From an optimization exercise on the open Yosys and OpenROAD flow, aimed at small area and a short achievable clock period; shortcuts taken in it are not production practice.
At most, simulation tests tie the RTL to the original design; equivalence was not proved.

==> onyx <==
## fp32_adder_tree_8_inputs
module fp32_adder_tree_8_inputs (
    input wire clk,
    input wire rst_n,
    input wire [127:0] dvr_fp32addtree8to1_s0,
    input wire [127:0] dvr_fp32addtree8to1_s1,
    input wire [2:0] cru_fp32addtree8to1,
    output wire [127:0] dr_fp32addtree8to1_d
);
==> module fp32_aligner, before the edit <==
module fp32_aligner (
    input  wire        sign,
    input  wire        hidden,
    input  wire [22:0] mantissa,
    input  wire [7:0]  diff,         
    output wire [31:0] aligned
);
    wire [31:0] ext = {hidden, mantissa, 8'b0};
    wire big = |diff[7:5];
    wire [31:0] s1 = diff[0] ? {1'b0,  ext[31:1]}  : ext;
    wire [31:0] s2 = diff[1] ? {2'b0,  s1[31:2]}   : s1;
    wire [31:0] s3 = diff[2] ? {4'b0,  s2[31:4]}   : s2;
    wire [31:0] s4 = diff[3] ? {8'b0,  s3[31:8]}   : s3;
    wire [31:0] s5 = diff[4] ? {16'b0, s4[31:16]}  : s4;
    wire sticky = (diff[3] & |s3[7:1]) | (diff[4] & |s4[15:0]) | (big & (hidden | |mantissa));
    wire [31:0] sh = big ? 32'b0 : s5;
    assign aligned = {sh[31:1], sh[0] | sticky} ^ {32{sign}};
endmodule
clock: 64.0 ns
lec_check: 0
abc_area: 1
cap_margin: 20
core_margin: 2
core_utilization: 40
slew_margin: 20
standard.sh (not shown) runs the stock make flow with config.mk's settings and CLKGATE_MAP_FILE= SYNTH_SCRIPT=/design/flow/synth_recipe.tcl, a recipe that flattens the netlist after the stock synthesis.
==> flow/flow/run.sh <==
#!/bin/bash
# Layout flow: ORFS, with two changes to its synthesis script and a setup
# margin for timing repair.
#  - synthesis: Yosys's generic synth step runs without its quick ABC pass, so
#    the full adders written in the RTL reach extract_fa as written (no
#    inverters around them); the final ABC mapping uses flow/abc.script.
#  - layout: standard steps; repair_timing aims at SETUP_SLACK_MARGIN; the
#    port buffers are the platform's smallest buffer.
# Each tool's output goes to ORFS's own logs (orfs/logs/...); make's output to flow.log.
set -euo pipefail
HERE=$(pwd)
FL=$HERE/flow
source $FL/params.sh
sed -e 's#^source \$::env(SCRIPTS_DIR)/synth_preamble.tcl#&\nset abc_args [lreplace $abc_args 1 1 '"$FL"'/abc.script]#' \
    -e 's#synth -top \$::env(DESIGN_NAME) -run fine: {\*}\$synth_full_args#& -noabc#' \
    $FLOW_HOME/scripts/synth.tcl > $HERE/my_synth.tcl
grep -q -- '-noabc' $HERE/my_synth.tcl
grep -q 'abc.script\]' $HERE/my_synth.tcl
sed -e "s#source \$::env(SCRIPTS_DIR)/synth.tcl#source $HERE/my_synth.tcl#" synth_recipe.tcl > my_synth_recipe.tcl
grep -q my_synth.tcl my_synth_recipe.tcl
sed -e "s#SYNTH_SCRIPT=[^ ]*#SYNTH_SCRIPT=$HERE/my_synth_recipe.tcl#" standard.sh > my_standard.sh
grep -q my_synth_recipe.tcl my_standard.sh
export SETUP_SLACK_MARGIN=$MARGIN
# every port still gets a buffer, the smallest one
export BUFFER_PORTS_ARGS="${PORTBUF:--buffer_cell sky130_fd_sc_hd__buf_1}"
bash my_standard.sh finish > flow.log 2>&1
==> flow/flow/abc.script <==
strash
dch
map -B 0.9 -a
topo
mfs
strash
dch
map -B 0.9
topo
mfs
strash
dch
map -B 0.9
topo
stime -c
==> flow/flow/params.sh <==
MARGIN=42
export REMOVE_ABC_BUFFERS=1
==> lagoon: changes against onyx <==
--- a/flow/design.v
+++ b/flow/design.v
@@ -282,16 +282,19 @@
     wire [31:0] ext = {hidden, mantissa, 8'b0};
     wire big = |diff[7:5];
     wire [31:0] s1 = diff[0] ? {1'b0,  ext[31:1]}  : ext;
     wire [31:0] s2 = diff[1] ? {2'b0,  s1[31:2]}   : s1;
     wire [31:0] s3 = diff[2] ? {4'b0,  s2[31:4]}   : s2;
     wire [31:0] s4 = diff[3] ? {8'b0,  s3[31:8]}   : s3;
-    wire [31:0] s5 = diff[4] ? {16'b0, s4[31:16]}  : s4;
     wire sticky = (diff[3] & |s3[7:1]) | (diff[4] & |s4[15:0]) | (big & (hidden | |mantissa));
-    wire [31:0] sh = big ? 32'b0 : s5;
-    assign aligned = {sh[31:1], sh[0] | sticky} ^ {32{sign}};
+    wire [31:0] s4x = s4 ^ {32{sign}};
+    wire hi_out = big | diff[4];
+    wire [31:0] s5;
+    assign s5[31:16] = hi_out ? {16{sign}} : s4x[31:16];
+    assign s5[15:0] = big ? {16{sign}} : (diff[4] ? s4x[31:16] : s4x[15:0]);
+    assign aligned = {s5[31:1], sticky ? ~sign : s5[0]};
 endmodule
 module wallace_tree_8_inputs (
     input  wire [255:0] data_in,
     input  wire [7:0]   sgn,
     output wire [35:0]  row_a,
     output wire [35:0]  row_b
==> flow/flow/abc.script (replaced) <==
strash
dch
map -B 0.9
topo
mfs
strash
dch
map -B 0.9
topo
mfs
strash
dch
map -B 0.9
topo
stime -c
==> flow/flow/params.sh (replaced) <==
MARGIN=43

==> harbor: changes against onyx <==
--- a/flow/design.v
+++ b/flow/design.v
@@ -1680,112 +1680,78 @@
     wire mx_357 = mx_349 & mx_341;
     wire [7:0] mx2_0 = mx_356 ? mx1_0 : mx1_1;
     wire [7:0] emax = mx2_0;
     wire [7:0] dif [0:7];
     wire [7:0] nx0 = ~ex[0];
     wire [7:0] d0;
-    wire [5:0] dl0 = {1'b0, emax[4:0]} - {1'b0, ex[0][4:0]};
-    wire [2:0] dh0 = emax[7:5] - ex[0][7:5];
-    wire big0 = (dh0 >= 3'd2) | ((dh0 == 3'd1) & ~dl0[5]);
-    assign d0 = {2'b00, big0, dl0[4:0]};
+    assign d0 = emax - ex[0];
     assign dif[0] = d0;
     wire [7:0] nx1 = ~ex[1];
     wire [7:0] d1;
-    wire [5:0] dl1 = {1'b0, emax[4:0]} - {1'b0, ex[1][4:0]};
-    wire [2:0] dh1 = emax[7:5] - ex[1][7:5];
-    wire big1 = (dh1 >= 3'd2) | ((dh1 == 3'd1) & ~dl1[5]);
-    assign d1 = {2'b00, big1, dl1[4:0]};
+    assign d1 = emax - ex[1];
     assign dif[1] = d1;
     wire [7:0] nx2 = ~ex[2];
     wire [7:0] d2;
-    wire [5:0] dl2 = {1'b0, emax[4:0]} - {1'b0, ex[2][4:0]};
-    wire [2:0] dh2 = emax[7:5] - ex[2][7:5];
-    wire big2 = (dh2 >= 3'd2) | ((dh2 == 3'd1) & ~dl2[5]);
-    assign d2 = {2'b00, big2, dl2[4:0]};
+    assign d2 = emax - ex[2];
     assign dif[2] = d2;
     wire [7:0] nx3 = ~ex[3];
     wire [7:0] d3;
-    wire [5:0] dl3 = {1'b0, emax[4:0]} - {1'b0, ex[3][4:0]};
-    wire [2:0] dh3 = emax[7:5] - ex[3][7:5];
-    wire big3 = (dh3 >= 3'd2) | ((dh3 == 3'd1) & ~dl3[5]);
-    assign d3 = {2'b00, big3, dl3[4:0]};
+    assign d3 = emax - ex[3];
     assign dif[3] = d3;
     wire [7:0] nx4 = ~ex[4];
     wire [7:0] d4;
-    wire [5:0] dl4 = {1'b0, emax[4:0]} - {1'b0, ex[4][4:0]};
-    wire [2:0] dh4 = emax[7:5] - ex[4][7:5];
-    wire big4 = (dh4 >= 3'd2) | ((dh4 == 3'd1) & ~dl4[5]);
-    assign d4 = {2'b00, big4, dl4[4:0]};
+    assign d4 = emax - ex[4];
     assign dif[4] = d4;
     wire [7:0] nx5 = ~ex[5];
     wire [7:0] d5;
-    wire [5:0] dl5 = {1'b0, emax[4:0]} - {1'b0, ex[5][4:0]};
-    wire [2:0] dh5 = emax[7:5] - ex[5][7:5];
-    wire big5 = (dh5 >= 3'd2) | ((dh5 == 3'd1) & ~dl5[5]);
-    assign d5 = {2'b00, big5, dl5[4:0]};
+    assign d5 = emax - ex[5];
     assign dif[5] = d5;
     wire [7:0] nx6 = ~ex[6];
     wire [7:0] d6;
-    wire [5:0] dl6 = {1'b0, emax[4:0]} - {1'b0, ex[6][4:0]};
-    wire [2:0] dh6 = emax[7:5] - ex[6][7:5];
-    wire big6 = (dh6 >= 3'd2) | ((dh6 == 3'd1) & ~dl6[5]);
-    assign d6 = {2'b00, big6, dl6[4:0]};
+    assign d6 = emax - ex[6];
     assign dif[6] = d6;
     wire [7:0] nx7 = ~ex[7];
     wire [7:0] d7;
-    wire [5:0] dl7 = {1'b0, emax[4:0]} - {1'b0, ex[7][4:0]};
-    wire [2:0] dh7 = emax[7:5] - ex[7][7:5];
-    wire big7 = (dh7 >= 3'd2) | ((dh7 == 3'd1) & ~dl7[5]);
-    assign d7 = {2'b00, big7, dl7[4:0]};
+    assign d7 = emax - ex[7];
     assign dif[7] = d7;
     wire [255:0] aligned;
     generate
         for (i = 0; i < 8; i = i + 1) begin : align_gen
             fp32_aligner a (
                 .sign(sgn[i]), .hidden(hid[i]), .mantissa(man[i]),
                 .diff(dif[i]),
                 .aligned(aligned[32*i +: 32]));
         end
     endgenerate
     wire [35:0] row_a, row_b, sum;
     wallace_tree_8_inputs tree (.data_in(aligned), .sgn(sgn), .row_a(row_a), .row_b(row_b));
-    reg [35:0] row_a_q;
-    reg [35:0] row_b_q;
-    reg [7:0] emax_q;
-    reg nan_q;
-    reg inf_q;
-    reg ninf_q;
-    reg allneg_q;
-    reg valid_q;
-    reg [1:0] seg_q;
-    always @(posedge clk or negedge rst_n) begin
-        if (!rst_n) valid_q <= 1'b0;
-        else valid_q <= cru_fp32addtree8to1[2];
-    end
-    always @(posedge clk) begin
-        row_a_q <= row_a;
-        row_b_q <= row_b;
-        emax_q <= emax;
-        nan_q <= res_nan;
-        inf_q <= res_inf;
-        ninf_q <= ninf;
-        allneg_q <= all_neg;
-        seg_q <= cru_fp32addtree8to1[1:0];
-    end
-    wire [35:0] sum_q;
-    final_adder cpa (.a(row_a_q), .b(row_b_q), .sum(sum_q));
-    wire neg = sum_q[35];
-    wire [34:0] mag = sum_q[34:0] ^ {35{neg}};
+    final_adder cpa (.a(row_a), .b(row_b), .sum(sum));
+    wire neg = sum[35];
+    wire [34:0] mag = sum[34:0] ^ {35{neg}};
     wire zero = ~|mag;
-    wire sign = zero ? allneg_q : neg;
+    wire sign = zero ? all_neg : neg;
     wire [30:0] res;
     wire overflow;
-    fp32_normalizer_rounder nr (.mag(mag), .exp_in(emax_q), .res(res), .overflow(overflow));
+    fp32_normalizer_rounder nr (.mag(mag), .exp_in(emax), .res(res), .overflow(overflow));
     wire [31:0] fp_sum_result;
-    fp32_packer pk (.res_nan(nan_q), .res_inf(inf_q), .inf_sign(ninf_q),
+    fp32_packer pk (.res_nan(res_nan), .res_inf(res_inf), .inf_sign(ninf),
                     .overflow(overflow), .sign(sign), .res(res), .fp_out(fp_sum_result));
+    reg [31:0] sum_q;
+    reg        valid_q;
+    reg [1:0]  seg_q;
+    always @(posedge clk or negedge rst_n) begin
+        if (!rst_n) begin
+            sum_q   <= 32'b0;
+            valid_q <= 1'b0;
+            seg_q   <= 2'b0;
+        end else begin
+            sum_q   <= fp_sum_result;
+            valid_q <= cru_fp32addtree8to1[2];
+            seg_q   <= cru_fp32addtree8to1[1:0];
+        end
+    end
     assign dr_fp32addtree8to1_d = {
-        {32{valid_q & (seg_q == 2'b11)}} & fp_sum_result,
-        {32{valid_q & (seg_q == 2'b10)}} & fp_sum_result,
-        {32{valid_q & (seg_q == 2'b01)}} & fp_sum_result,
-        {32{valid_q & (seg_q == 2'b00)}} & fp_sum_result};
+        {32{valid_q & (seg_q == 2'b11)}} & sum_q,
+        {32{valid_q & (seg_q == 2'b10)}} & sum_q,
+        {32{valid_q & (seg_q == 2'b01)}} & sum_q,
+        {32{valid_q & (seg_q == 2'b00)}} & sum_q};
 endmodule
==> flow/flow/abc.script (replaced) <==
strash
dch
map -B 0.9
topo
stime -c
buffer -c
upsize -c
dnsize -c
==> flow/flow/params.sh (replaced) <==
MARGIN=35
==> zinc: changes against onyx <==
--- a/flow/design.v
+++ b/flow/design.v
@@ -282,16 +282,19 @@
     wire [31:0] ext = {hidden, mantissa, 8'b0};
     wire big = |diff[7:5];
     wire [31:0] s1 = diff[0] ? {1'b0,  ext[31:1]}  : ext;
     wire [31:0] s2 = diff[1] ? {2'b0,  s1[31:2]}   : s1;
     wire [31:0] s3 = diff[2] ? {4'b0,  s2[31:4]}   : s2;
     wire [31:0] s4 = diff[3] ? {8'b0,  s3[31:8]}   : s3;
-    wire [31:0] s5 = diff[4] ? {16'b0, s4[31:16]}  : s4;
     wire sticky = (diff[3] & |s3[7:1]) | (diff[4] & |s4[15:0]) | (big & (hidden | |mantissa));
-    wire [31:0] sh = big ? 32'b0 : s5;
-    assign aligned = {sh[31:1], sh[0] | sticky} ^ {32{sign}};
+    wire [31:0] s4x = s4 ^ {32{sign}};
+    wire hi_out = big | diff[4];
+    wire [31:0] s5;
+    assign s5[31:16] = hi_out ? {16{sign}} : s4x[31:16];
+    assign s5[15:0] = big ? {16{sign}} : (diff[4] ? s4x[31:16] : s4x[15:0]);
+    assign aligned = {s5[31:1], sticky ? ~sign : s5[0]};
 endmodule
 module wallace_tree_8_inputs (
     input  wire [255:0] data_in,
     input  wire [7:0]   sgn,
     output wire [35:0]  row_a,
     output wire [35:0]  row_b
==> flow/flow/abc.script (replaced) <==
strash
dch
map -B 0.9
topo
mfs
strash
dch
map -B 0.9
topo
mfs
strash
dch
map -B 0.9
topo
stime -c
==> flow/flow/params.sh (replaced) <==
MARGIN=42.5

==> qor summary <==
| item | zinc | lagoon | harbor | onyx |
|---|---|---|---|---|
| Run status | no timing/DRC/antenna violations | no timing/DRC/antenna violations | no timing/DRC/antenna violations | no timing/DRC/antenna violations |
| Post CTS Setup Buffer Count | 10 | 41 | 4 | 1 |
| Crit share post-route | 0.330 | 0.326 | 0.438 | 0.336 |
| Number of iterations in the first detailed-routing pass | 8 | 6 | 8 | 6 |
| Fraction of area in multi-input gates | 0.778 | 0.772 | 0.812 | 0.784 |
| Wire length on met1 | 58,400 µm | 59,100 µm | 60,500 µm | 55,200 µm |
| Vias after detailed routing | 38,900 | 39,900 | 38,400 | 35,800 |
| Cell count after placement | 6,948 | 6,931 | 6,790 | 6,488 |
| Number of filler instances in the final layout | 8,749 | 8,472 | 8,922 | 8,280 |
| Compound-cell area share of the yosys netlist | 0.200 | 0.200 | 0.152 | 0.177 |
| Area of the die | 81,400 µm² | 81,400 µm² | 85,200 µm² | 78,000 µm² |
| Final Wtd Congestion | 1.04 | 1.07 | 1.03 | 1.02 |
| Crit-path max FO | 24 | 13 | 21 | 14 |
| Worst Setup Slack, final | 42.86 ns | 43.16 ns | 35.96 ns | 42.49 ns |
| Number of resized instances in the post-cts repair step | 123 | 254 | 36 | 62 |
| Area fraction of clock buffers and clock inverters | 0.00819 | 0.00825 | 0.00441 | 0.00861 |
| Layout Utilization | 0.464 | 0.483 | 0.442 | 0.461 |
| Number of multi-input combinational cells | 4,776 | 4,780 | 4,736 | 4,466 |
| Syn Nets | 6,092 | 6,092 | 6,194 | - |
Only the layout flow was run in lagoon, harbor and zinc; the RTL was not checked for function there.

## what the ideal ports hide
No port has a modelled driver above. Below, the same layouts with a new extraction and two added sets of constraints.
Step 1, drivers: a clkbuf_16 drives clk and a buf_2 each remaining input, both assumed.
Step 2, shift: input delay + t, output delay - t, t = (earliest + latest rising clock arrival at the registers) / 2. This alone moves slack from input paths to output paths.
a / b / c = no drivers / after step 1 / after step 2; a / b = the first two.
run	t (ns)	slack for setup (ns)	worst register clock-pin slew, ns
onyx	0.435	42.490 / 42.516 / 42.080	0.10 / 0.10
lagoon	0.419	43.156 / 43.170 / 42.751	0.08 / 0.08
harbor	0.330	35.957 / 35.970 / 35.640	0.06 / 0.06
zinc	0.423	42.860 / 42.884 / 42.460	0.08 / 0.08
After both steps every run listed still meets setup and hold. For onyx, which loses most, drivers alone change the setup slack by +0.026 ns; drivers and shift together by -0.410 ns.
